Context: an optimization exercise on an open-source flow, tuned for small area and a short achievable clock period. The choices shown serve that exercise and are no tape-out recipe. In this exercise RTL edits were held to simulation tests only and were not proved equivalent to the original. Power and IR drop assume default switching activity.

trial 29:
==> flow/design.v (excerpt) <==
module DilatedCausal1DConv (
    input clk,
    input reset,
    input wire [127:0] x,
    output wire [127:0] y,
    input h_write,
    input [7:0] h_index_channel,
    input [7:0] h_index_filter,
    input [7:0] h_value
);
For scale: roughly 10000 cells after synthesis, ~280 I/O pins, about 0.13 sq mm of cells after synthesis.
Settings: LEC_CHECK=0, CAP_MARGIN=20, CORE_MARGIN=2, CORE_UTILIZATION=40, SLEW_MARGIN=20, SYNTH_HIERARCHICAL=1; clock period 7.0 ns.
run.sh (not shown) runs the stock make flow with config.mk's settings and CLKGATE_MAP_FILE= SYNTH_SCRIPT=/design/flow/synth_recipe.tcl, a recipe that flattens the netlist after the stock synthesis.
Trial 29 completed; timing, DRC and antenna clean
#### Input delta (build 22 over trial 29)
# trial 29
export LEC_CHECK = 0
export CAP_MARGIN = 20
export CORE_MARGIN = 2
export CORE_UTILIZATION = 40
export SLEW_MARGIN = 20
export SYNTH_HIERARCHICAL = 1
create_clock -name core_clock -period 7.0 [get_ports {clk}]
# build 22
export LEC_CHECK = 0
export CAP_MARGIN = 20
export CORE_MARGIN = 2
export CORE_UTILIZATION = 40
export SETUP_SLACK_MARGIN = 2.5
export SLEW_MARGIN = 20
export SYNTH_HIERARCHICAL = 1
create_clock -name core_clock -period 7.0 [get_ports {clk}]
==> run summary <==
- Higher total power among build 22 and trial 29: build 22
- Compared with trial 29, in build 22 number of post-CTS setup repair buffers went up 163; leakage component of the power up 3.8%; wire length of the first global-routing pass +6900 um.
- A worst setup path endpoint of y[91] is what build 22 shows, while y[63] belongs to trial 29.
- Worst setup margin for build 22: 0.50 ns up relative to trial 29
- Going from trial 29 to build 22, data arrival time of the critical path lower, count of multi-input gates roughly the same.
- Post-layout utilization of the core: build 22 vs trial 29 up 1.2 points
- Note that the highest clock frequency the design can meet recorded for trial 29 amounts to 0.906 times the value seen in build 22.
- Build 22 vs trial 29, critical path's slowest cell: or4b_4 vs nor3_2
- Layout checks on build 22: not met. Flow itself completed; violations: antenna rules.

---

== run A ==
DilatedCausal1DConv, a different RTL version from the one above (not shown whole).
Size in the first run: roughly 9700 cells after synthesis.
clock: 7.0 ns
lec_check: 0
cap_margin: 20
core_margin: 2
core_utilization: 65
place_density: 0.75
setup_slack_margin: 2.8
slew_margin: 20
synth_hierarchical: 1
tns_end_percent: 0
standard.sh (not shown) runs the stock make flow with config.mk's settings and CLKGATE_MAP_FILE= SYNTH_SCRIPT=/design/flow/synth_recipe.tcl, a recipe that flattens the netlist after the stock synthesis.
==> flow/flow/run.sh <==
#!/bin/bash
set -euo pipefail
export BUFFER_PORTS_ARGS="-buffer_cell sky130_fd_sc_hd__buf_2"
bash standard.sh finish > standard.log 2>&1
Modified inputs, run B compared to run A
- a change of CORE_UTILIZATION from 65 to 55
- a change of SETUP_SLACK_MARGIN from 2.8 to 2.5
- a change of PLACE_DENSITY from 0.75 to 0.65
- an added CTS_BUF_LIST of sky130_fd_sc_hd__clkbuf_8
==> flow/flow/run.sh <==
#!/bin/bash
set -euo pipefail
export BUFFER_PORTS_ARGS="-buffer_cell sky130_fd_sc_hd__buf_4"
bash standard.sh finish > standard.log 2>&1
==> run summary <==
Area of the multi-input gates, run B and run A: larger value in run A
For run B, the end of the critical path was y[80], unlike run A, where it was rv[8][8].
Run B closes out successfully: all stages finished, all timing, DRC and antenna checks passed.
Comparing run B and run A, detailed-route vias per instance is higher on run A.
Post-layout total power, run B and run A, higher one = run A.
Input-level comparison between run C and run B:
- SETUP_SLACK_MARGIN now 2.7, was 2.5
- PLACE_DENSITY now 0.7, was 0.65
- CTS_BUF_LIST no longer set, was sky130_fd_sc_hd__clkbuf_8
- CORE_UTILIZATION now 60, was 55
==> flow/flow/run.sh <==
#!/bin/bash
set -euo pipefail
export BUFFER_PORTS_ARGS="-buffer_cell sky130_fd_sc_hd__buf_2"
bash standard.sh finish > standard.log 2>&1
==> run summary <==
First-pass GRT wire length: run C better than run B. Going from run B to run C, number of non-filler instances in the completed layout went down by 429, routed wire length went down by 1.7%. Setup slack: run C more than run B. Run B vs run C, slowest stage cell on the critical path: dfrtp_2 vs fa_1. Reported for run B and run C, flop and latch count out of synthesis turned out identical to the last digit.
#### Input delta (run D over run C)
- CORE_UTILIZATION: 60 -> 55
- SETUP_SLACK_MARGIN: 2.7 -> 2.5
- PLACE_DENSITY: 0.7 -> 0.65
==> flow/flow/run.sh <==
#!/bin/bash
set -euo pipefail
export BUFFER_PORTS_ARGS="-buffer_cell sky130_fd_sc_hd__buf_4"
bash standard.sh finish > standard.log 2>&1
Notes after the runs:
Run D completed end to end with timing, DRC and antenna clean.
Run D ends up with higher portion of total power attributed to combinational logic than run C does.
Re final-report hold violation count: no difference whatsoever between run D and run C.
From run C to run D the numbers moved as follows: total design power climbed 1.6%; clock-buffer cell count dropped 10; fraction of power consumed by the clock network dropped 0.2 points; met3 layer wire length in the routed design barely changed; utilization of the core after routing dropped 5.7 points.
Comparing run C and run D, final worst slack is higher on run C.
Run D falls short of run C in first-iteration DRC count.

---

== alpha ==
Another version of the RTL of DilatedCausal1DConv (not shown whole).
Size in the first run: ~9700 cells after synthesis.
export LEC_CHECK = 0
export CAP_MARGIN = 20
export CORE_MARGIN = 2
export CORE_UTILIZATION = 62
export PLACE_DENSITY = 0.72
export SETUP_SLACK_MARGIN = 2.5
export SLEW_MARGIN = 20
export SYNTH_HIERARCHICAL = 1
export TNS_END_PERCENT = 0
create_clock -name core_clock -period 7.0 [get_ports {clk}]
==> flow/flow/run.sh <==
#!/bin/bash
set -euo pipefail
export BUFFER_PORTS_ARGS="-buffer_cell sky130_fd_sc_hd__buf_2"
bash standard.sh finish > standard.log 2>&1
What beta does differently from alpha at the input level:
==> flow/flow/run.sh <==
#!/bin/bash
set -euo pipefail
export BUFFER_PORTS_ARGS="-buffer_cell sky130_fd_sc_hd__buf_4"
bash standard.sh finish > standard.log 2>&1
--- a/flow/config.mk
+++ b/flow/config.mk
@@ -9,4 +9,3 @@
 export CORE_MARGIN = 2
-export CORE_UTILIZATION = 62
-export PLACE_DENSITY = 0.72
+export CORE_UTILIZATION = 40
 export SETUP_SLACK_MARGIN = 2.5
Findings:
beta: all stages complete, timing, DRC and antenna checks passed. In the flow results for alpha and beta, the core utilization is larger on alpha. Register-to-register slack, alpha and beta: lower on alpha. Relative to alpha, number of fill cells has increased by 95% in beta. What alpha reported for count of plain and timing-repair buffers in the layout has to be multiplied by 1.15 to get the figure for beta. Register area grows slightly when moving from alpha to beta. The faster design of the two is beta; alpha tops out lower. Number of tapcells: beta vs alpha up 1480. alpha → beta: post-layout instance count excluding filler cells climbed 1551, area enclosed by the die boundary climbed about 54%, initial antenna violation count dropped 4, critical path required time climbed 0.05 ns.
[inputs] gamma vs beta
--- a/flow/config.mk
+++ b/flow/config.mk
@@ -9,4 +9,5 @@
 export CORE_MARGIN = 2
-export CORE_UTILIZATION = 40
-export SETUP_SLACK_MARGIN = 2.5
+export CORE_UTILIZATION = 55
+export PLACE_DENSITY = 0.65
+export SETUP_SLACK_MARGIN = 2.2
 export SLEW_MARGIN = 20
### Flow results
Delta (gamma minus beta): global-route usage grew by 7.0 points, vias after detailed routing shrank by 0.71%, estimated wirelength of the detail-placed design shrank by 17000 um, slack of the critical path shrank by 0.25 ns.
The share of cell area taken by flip-flops and latches number comes out lower for beta vs gamma.
Changes observed in gamma relative to beta: count of inserted tapcells now sits lower; upper clock frequency limit now sits lower; final sum of negative setup slack now sits at about the same level; proportion of power drawn by the clock network now sits lower.
Going from beta to gamma, number of CTS-inserted buffers shrank by a few percent.
Measured against each other, beta and gamma differ in net switching power, the higher figure coming from beta.
gamma reports its category of the most critical setup path as flop to output port while beta reports flop to flop.

---

Starting RTL as in the previous note.
clock: 7.0 ns
lec_check: 0
cap_margin: 20
core_margin: 2
core_utilization: 55
place_density: 0.65
setup_slack_margin: 3.0
slew_margin: 20
synth_hierarchical: 1
tns_end_percent: 0
==> flow/flow/run.sh <==
#!/bin/bash
set -euo pipefail
export BUFFER_PORTS_ARGS="-buffer_cell sky130_fd_sc_hd__buf_4"
bash standard.sh finish > standard.log 2>&1
The baseline went through all stages and came out clean.
Then changed:
CORE_UTILIZATION = 40   (was 55)
PLACE_DENSITY = not set   (was 0.65)
SETUP_SLACK_MARGIN = 2.5   (was 3.0)
TNS_END_PERCENT = not set   (was 0)
=>
- critical path depth stays the same
- hold slack stays flat
- wire length increases by 3.9%
- setup slack loses 0.061 ns
- cell area climbs by 0.65%
- clock power grows by 4.7%
- combinational power grows by about 2%
- sequential share of layout area drops by 0.17 points
- sequential power barely changes
- via count shrinks by 0.65%
- non-clock buffer count fell by 80
Then changed:
CORE_UTILIZATION = 55   (was 40)
PLACE_DENSITY = 0.65   (was not set)
TNS_END_PERCENT = 0   (was not set)
After rerunning:
- via count decreases by 2.6%
- global-route usage increases by 6.8 points
- setup slack loses 0.018 ns
- area after synthesis does not change

-- afterwards: timing with drivers on the ports --
Ports are ideal in the flow. The routed layouts listed here were re-timed in OpenROAD. Step 1 sets driving cells, clkbuf_16 on the clock port and buf_2 on the other inputs (assumed; they add their load-dependent delay and slew). Step 2 moves the port delays by t, midway between the first and last clock arrival at a register: inputs arrive t later, outputs are due t later. That takes back most of the time a late clock gives input paths. Three values: ideal ports, drivers, drivers and shift; two values: the first two.
run	t (ns)	setup WS [ns]	clock arrival spread, ns	cell pins on the clock port's net
trial 29	0.942	1.676 / 1.579 / 2.520	0.069 / 0.069	1
build 22	0.941	2.179 / 2.083 / 2.602	0.071 / 0.071	1
run A	0.932	2.635 / 2.556 / 2.635	0.040 / 0.041	1
run B	1.130	2.386 / 2.299 / 2.425	0.085 / 0.084	1
run C	0.905	2.589 / 2.527 / 2.589	0.040 / 0.039	1
run D	0.901	2.435 / 2.345 / 2.435	0.033 / 0.034	1
alpha	0.911	2.460 / 2.400 / 2.460	0.043 / 0.043	1
beta	0.940	2.491 / 2.420 / 2.491	0.067 / 0.067	1
gamma	0.938	2.241 / 2.140 / 2.345	0.040 / 0.040	1
the first run of note 4	0.935	2.582 / 2.572 / 2.582	0.039 / 0.040	1
the second run of note 4	0.944	2.521 / 2.477 / 2.521	0.072 / 0.072	1
the third run of note 4	0.940	2.503 / 2.421 / 2.503	0.040 / 0.041	1
